What follows belongs to an exercise in optimizing a design on an open flow for small area and a short achievable clock period; a production flow would make more cautious choices. Where RTL was checked, it was by simulation tests only, not by an equivalence proof against the original. Power and IR drop assume default switching activity.

job 101:
==> flow/design.v (excerpt) <==
module systolic_array#(
    parameter NUM_ROW = 8,
    parameter NUM_COL = 8,
    parameter IN_WORD_SIZE = 8,
    parameter OUT_WORD_SIZE = 24
)(
    clk,
    rst,
    top_inputs,
    left_inputs,
    compute_done,
    cycles_count,
    pe_register_vals
);
input clk;
input rst;
input [0:NUM_COL * IN_WORD_SIZE-1] top_inputs;
input [0:NUM_ROW * IN_WORD_SIZE-1] left_inputs;
output reg compute_done;
output reg  [OUT_WORD_SIZE-1:0] cycles_count;
output [0 : (OUT_WORD_SIZE * NUM_ROW * NUM_COL) -1] pe_register_vals;
wire [8*16*NUM_ROW-1:0] ldl;
wire [8*16*NUM_COL-1:0] tdl;
genvar r, c, k;
generate
  for (r = 0; r < NUM_ROW; r = r + 1) begin : lrow
    assign ldl[(16*r)*8 +: 8] = left_inputs[8*(NUM_ROW-1-r) +: 8];
    for (k = 1; k <= r + NUM_COL - 1; k = k + 1) begin : st
      reg [7:0] q;
      always @(posedge clk or posedge rst)
        if (rst) q <= 8'd0;
        else     q <= ldl[(16*r+k-1)*8 +: 8];
      assign ldl[(16*r+k)*8 +: 8] = q;
    end
  end
  for (c = 0; c < NUM_COL; c = c + 1) begin : tcol
    assign tdl[(16*c)*8 +: 8] = top_inputs[8*(NUM_COL-1-c) +: 8];
    for (k = 1; k <= c + NUM_ROW - 1; k = k + 1) begin : st
      reg [7:0] q;
      always @(posedge clk)
        q <= tdl[(16*c+k-1)*8 +: 8];
  ...
Size: roughly 2900 flip-flops, roughly 210000 um2 of cells after synthesis.
clock: 7.0 ns
lec_check: 0
cap_margin: 20
core_margin: 2
core_utilization: 55
cts_buf_list: sky130_fd_sc_hd__clkbuf_4 sky130_fd_sc_hd__clkbuf_8
setup_slack_margin: 2.5
slew_margin: 20
synth_hierarchical: 1
synth_minimum_keep_size: 0
standard.sh (not shown) runs the stock make flow with config.mk's settings and CLKGATE_MAP_FILE= SYNTH_SCRIPT=/design/flow/synth_recipe.tcl, a recipe that flattens the netlist after the stock synthesis.
==> flow/flow/run.sh <==
#!/bin/bash
set -euo pipefail
export BUFFER_PORTS_ARGS="-inputs -outputs -buffer_cell sky130_fd_sc_hd__buf_1"
bash standard.sh > make.log 2>&1
Input changes introduced in job 102 (baseline for comparison: job 101):
-- flow/config.mk --
<<< job 101, line 9
export CORE_MARGIN = 2
export CORE_UTILIZATION = 55
export CTS_BUF_LIST = sky130_fd_sc_hd__clkbuf_4 sky130_fd_sc_hd__clkbuf_8
export SETUP_SLACK_MARGIN = 2.5
export SLEW_MARGIN = 20
>>> job 102, line 9
export CORE_MARGIN = 2
export CORE_UTILIZATION = 55
export CTS_BUF_LIST = sky130_fd_sc_hd__clkbuf_8
export SETUP_SLACK_MARGIN = 2.5
export SLEW_MARGIN = 20
### Flow results
Diff job 101..job 102 | count of plain and timing-repair buffers in the layout | negligible
Summary of job 102 over job 101: final area level; total power shrank by 0.63%.
Changes in job 103 relative to job 102:
-- flow/config.mk --
<<< job 102, line 9
export CORE_MARGIN = 2
export CORE_UTILIZATION = 55
export CTS_BUF_LIST = sky130_fd_sc_hd__clkbuf_8
export SETUP_SLACK_MARGIN = 2.5
export SLEW_MARGIN = 20
>>> job 103, line 9
export CORE_MARGIN = 2
export CORE_UTILIZATION = 55
export SETUP_SLACK_MARGIN = 2.5
export SLEW_MARGIN = 20
==> comparison <==
- The flow did not stop early for job 103: all stages ran, and the layout cleared the timing, design-rule and antenna checks.
- Diff job 102 -> job 103 | total power per unit cell area | increase of 0.80%
- When job 103 is measured against job 102, its number of buffers and inverters on the critical path turns out 3 lower.
- Job 102 -> job 103: post-CTS repair timing setup buffer count increased slightly
- | worst hold slack across all endpoints | job 103 vs job 102 | better |
- Any difference in total wire length after detailed routing between job 102 and job 103 is small enough to ignore.
No functional check of the RTL was part of any run of this note.


Another version of the RTL of systolic_array (not shown whole).
Size: about 17000 cells after synthesis.
==> flow/config.mk <==
export PLATFORM = sky130hd
export DESIGN_NAME = systolic_array
export DESIGN_NICKNAME = systolic_array
export VERILOG_FILES = /design/flow/design.v
export SDC_FILE = /design/flow/constraint.sdc
export NUM_CORES = 4
export LEC_CHECK = 0
export CAP_MARGIN = 20
export CORE_MARGIN = 2
export CORE_UTILIZATION = 65
export CTS_BUF_LIST = sky130_fd_sc_hd__clkbuf_8
export PLACE_DENSITY = 0.7
export SETUP_SLACK_MARGIN = 2.7
export SLEW_MARGIN = 20
export SYNTH_HIERARCHICAL = 1
export SYNTH_MINIMUM_KEEP_SIZE = 0
export TNS_END_PERCENT = 0
==> flow/constraint.sdc <==
create_clock -name core_clock -period 7.0 [get_ports {clk}]
set_input_delay 1.4000 -clock core_clock [delete_from_list [all_inputs] [get_ports {clk}]]
set_output_delay 1.4000 -clock core_clock [all_outputs]
set_load 0.01 [all_outputs]
Scripts as last shown in full above: flow/flow/run.sh
The starting point completed with no timing, DRC or antenna violations.
==> next run, changes <==
- CTS_BUF_LIST: sky130_fd_sc_hd__clkbuf_8 -> not set
- SETUP_SLACK_MARGIN: 2.7 -> 2.6
After rerunning:
- The changed run completed without violations
- register-to-register slack got worse by 0.05 ns
- power stays flat
- wire length barely changes
- clock-buffer cell count goes down by 172

-- afterwards: timing with drivers on the ports --
Ports are ideal in the flow. The routed layouts listed here were re-timed in OpenROAD. Step 1: set_driving_cell puts a clkbuf_16 on clk and a buf_2 on each other input, an assumption about the parent block. Step 2 moves the port delays by t, midway between the first and last clock arrival at a register: inputs arrive t later, outputs are due t later. That takes back most of the time a late clock gives input paths. Three values: no drivers, after step 1, after step 2; two values: the first two.
run	shift t [ns]	setup WS [ns]	worst setup path after step 2
job 101	1.297	2.424 / 2.424 / 1.428	input to register
job 102	1.300	2.485 / 2.485 / 1.423	input to register
job 103	1.070	2.471 / 2.471 / 1.458	input to register
the first run of note 2	1.293	2.561 / 2.561 / 1.393	input to register
the second run of note 2	1.054	2.514 / 2.514 / 1.545	input to register
After both steps every run listed still meets setup and hold. The setup slack of the first run of note 2, which loses most, moves by 0.000 ns with the drivers and by -1.168 ns with both steps.
